This is an optimization exercise on Yosys and OpenROAD, whose aim is small area, not a production implementation.
In this exercise RTL edits were held to simulation tests only and were not proved equivalent to the original.
Power is estimated from default activity; no workload was simulated.

==> flow/design.v <==
module mnemonic_device(
    input wire clk,
    input wire reset,
    input wire switch,
    input wire change_but,
    output wire sequence_o,
    output wire sequence_oe
    );
    parameter WIDTH = 16;
    reg [WIDTH-1:0] count_clks;
    reg [5:0] count_regs;
    reg [5:0] sequence_count;    
    reg previous_state;
    reg send_sequence;
    reg sequence_holder;
    function [WIDTH-1:0] cnt_inc;
        input [WIDTH-1:0] s;
        cnt_inc = {s[14:0], s[15] ^ s[13] ^ s[12] ^ s[10] ^ ~|s[14:0]};
    endfunction
    function [WIDTH-1:0] cnt_dec;
        input [WIDTH-1:0] t;
        cnt_dec = {t[0] ^ t[14] ^ t[13] ^ t[11] ^ ~|t[15:1], t[15:1]};
    endfunction
    wire transition = previous_state != change_but;
    wire playing = sequence_count != count_regs;    
    wire seq_zero = sequence_count == 6'd0;
    wire [4:0] addr = switch ? count_regs[4:0] : sequence_count[4:0];
    wire [WIDTH-1:0] mem_q [0:31];
    wire [32*WIDTH-1:0] mem_flat;
    wire [WIDTH-1:0] rd;
    md_rdmux #(.WIDTH(WIDTH)) u_rd (.m(mem_flat), .sel(sel), .y(rd));
    wire rd_nz  = |rd;
    wire rd_gt1 = |rd[WIDTH-1:1];
    wire dec = rd_gt1 | (seq_zero & rd[0]);
    wire [WIDTH-1:0] wdata = switch ? count_clks : cnt_dec(rd);
    wire wen = ~(switch & count_regs[5]);
    wire [31:0] sel = {31'd0, wen} << addr;
    genvar k;
    generate
        for (k = 0; k < 32; k = k + 1) begin : entry
            reg [WIDTH-1:0] q;
            always @(posedge clk)
                if (sel[k]) q <= wdata;
            assign mem_q[k] = q;
            assign mem_flat[k*WIDTH +: WIDTH] = q;
        end
    endgenerate
    always @(posedge clk) begin
        if (reset) begin
            previous_state <= 1'b0;
            count_clks <= {WIDTH{1'b0}};
            count_regs <= 6'd0;
            sequence_count <= 6'd0;
            sequence_holder <= 1'b0;
            send_sequence <= 1'b0;
        end else if (switch) begin
            send_sequence <= 1'b0;
            if (transition) begin
                previous_state <= change_but;
                if (~count_regs[5])
                    count_regs <= count_regs + 1'b1;
                count_clks <= {{(WIDTH-1){1'b0}}, 1'b1};
            end else begin
                count_clks <= cnt_inc(count_clks);
            end
        end else if (playing) begin
            if (~dec) begin
                sequence_count <= sequence_count + 1'b1;
                sequence_holder <= ~sequence_holder;
            end
            if (seq_zero & rd_nz)
                send_sequence <= 1'b1;
        end else begin
            send_sequence <= 1'b0;
            count_regs <= 6'd0;
            sequence_count <= 6'd0;
        end
    end
    assign sequence_o = send_sequence & sequence_holder;
    assign sequence_oe = send_sequence;
endmodule
module md_rdmux #(parameter WIDTH = 16) (
    input wire [32*WIDTH-1:0] m,
    input wire [31:0] sel,
    output wire [WIDTH-1:0] y
    );
    genvar b, g;
    generate
        for (b = 0; b < WIDTH; b = b + 1) begin : col
            wire [10:0] t;       
            for (g = 0; g < 10; g = g + 1) begin : grp
                md_aoi222 u (.a0(m[(3*g)*WIDTH+b]), .s0(sel[3*g]),
                             .a1(m[(3*g+1)*WIDTH+b]), .s1(sel[3*g+1]),
                             .a2(m[(3*g+2)*WIDTH+b]), .s2(sel[3*g+2]),
                             .y(t[g]));
            end
            md_aoi22 u_last (.a0(m[30*WIDTH+b]), .s0(sel[30]),
                             .a1(m[31*WIDTH+b]), .s1(sel[31]), .y(t[10]));
            wire [2:0] p;
            md_nand4 u_n0 (.a(t[0]), .b(t[1]), .c(t[2]), .d(t[3]), .y(p[0]));
            md_nand4 u_n1 (.a(t[4]), .b(t[5]), .c(t[6]), .d(t[7]), .y(p[1]));
            md_nand3 u_n2 (.a(t[8]), .b(t[9]), .c(t[10]), .y(p[2]));
            md_or3 u_o (.a(p[0]), .b(p[1]), .c(p[2]), .y(y[b]));
        end
    endgenerate
endmodule
module md_aoi222 (input wire a0, s0, a1, s1, a2, s2, output wire y);
    assign y = ~((a0 & s0) | (a1 & s1) | (a2 & s2));
endmodule
module md_aoi22 (input wire a0, s0, a1, s1, output wire y);
    assign y = ~((a0 & s0) | (a1 & s1));
endmodule
module md_nand4 (input wire a, b, c, d, output wire y);
    assign y = ~(a & b & c & d);
endmodule
module md_nand3 (input wire a, b, c, output wire y);
    assign y = ~(a & b & c);
endmodule
module md_or3 (input wire a, b, c, output wire y);
    assign y = a | b | c;
endmodule
clock: 6.5 ns
lec_check: 0
cap_margin: 20
core_margin: 2
core_utilization: 65
gpl_timing_driven: 0
place_density: 0.75
slew_margin: 20
synth_hierarchical: 1
standard.sh (not shown) runs the stock make flow with config.mk's settings and CLKGATE_MAP_FILE= SYNTH_SCRIPT=/design/flow/synth_recipe.tcl, a recipe that flattens the netlist after the stock synthesis.
==> flow/flow/run.sh <==
#!/bin/bash
# Own flow: the standard layout (standard.sh, unchanged synthesis), with
#  - synthesis buffers removed before global placement (remove_buffers.tcl);
#  - ports buffered with the smallest buffer, sized later like other cells;
#  - clock tree synthesis set to insert no dummy loads and to cluster more
#    flip-flops on each clock buffer.
# ORFS writes each step's full log under orfs/logs/; make's output goes to
# standard.log.
set -o pipefail
here=$(cd "$(dirname "$0")" && pwd)
export PRE_GLOBAL_PLACE_TCL="$here/remove_buffers.tcl"
export BUFFER_PORTS_ARGS="-buffer_cell sky130_fd_sc_hd__buf_1"
export PRE_RESIZE_TCL="$here/size.tcl"
export CTS_ARGS="-sink_clustering_enable -repair_clock_nets -dont_use_dummy_load -buf_list {sky130_fd_sc_hd__clkbuf_8} -sink_clustering_size 18 -sink_clustering_max_diameter 45"
bash standard.sh > standard.log 2>&1
Other scripts of this flow, unchanged in this note and not shown: flow/flow/cells.tcl, flow/flow/remove_buffers.tcl, flow/flow/size.tcl
Edit:
--- a/flow/flow/run.sh
+++ b/flow/flow/run.sh
@@ -14 +14 @@
-export CTS_ARGS="-sink_clustering_enable -repair_clock_nets -dont_use_dummy_load -buf_list {sky130_fd_sc_hd__clkbuf_8} -sink_clustering_size 18 -sink_clustering_max_diameter 45"
+export CTS_ARGS="-sink_clustering_enable -repair_clock_nets -dont_use_dummy_load -buf_list {sky130_fd_sc_hd__clkbuf_4} -sink_clustering_size 10 -sink_clustering_max_diameter 35"
What happened: Power went down slightly. Die area does not change. Final area hardly moves. Clock-buffer cell count went up by 32.

==> afterwards: timing with drivers on the ports <==
Ports are ideal in the flow. The routed layouts listed here were re-timed in OpenROAD. Step 1, drivers: a clkbuf_16 drives clk and a buf_2 each remaining input, both assumed. Step 2, shift: input delay + t, output delay - t, t = (earliest + latest rising clock arrival at the registers) / 2. This alone moves slack from input paths to output paths. a / b / c = ideal / step 1 / step 2; a / b = the first two.
run	t (ns)	setup slack, ns	worst hold slack (ns)	worst register clock-pin slew, ns
the first run	0.605	0.407 / 0.428 / -0.177	0.524 / 0.524 / 0.524	0.11 / 0.11
the second run	0.711	0.350 / 0.368 / -0.342	0.525 / 0.525 / 0.525	0.10 / 0.10
With both steps, setup timing fails in the first run and the second run, where it was met with ideal ports. The setup slack of the second run, which loses most, moves by +0.018 ns with the drivers and by -0.692 ns with both steps.
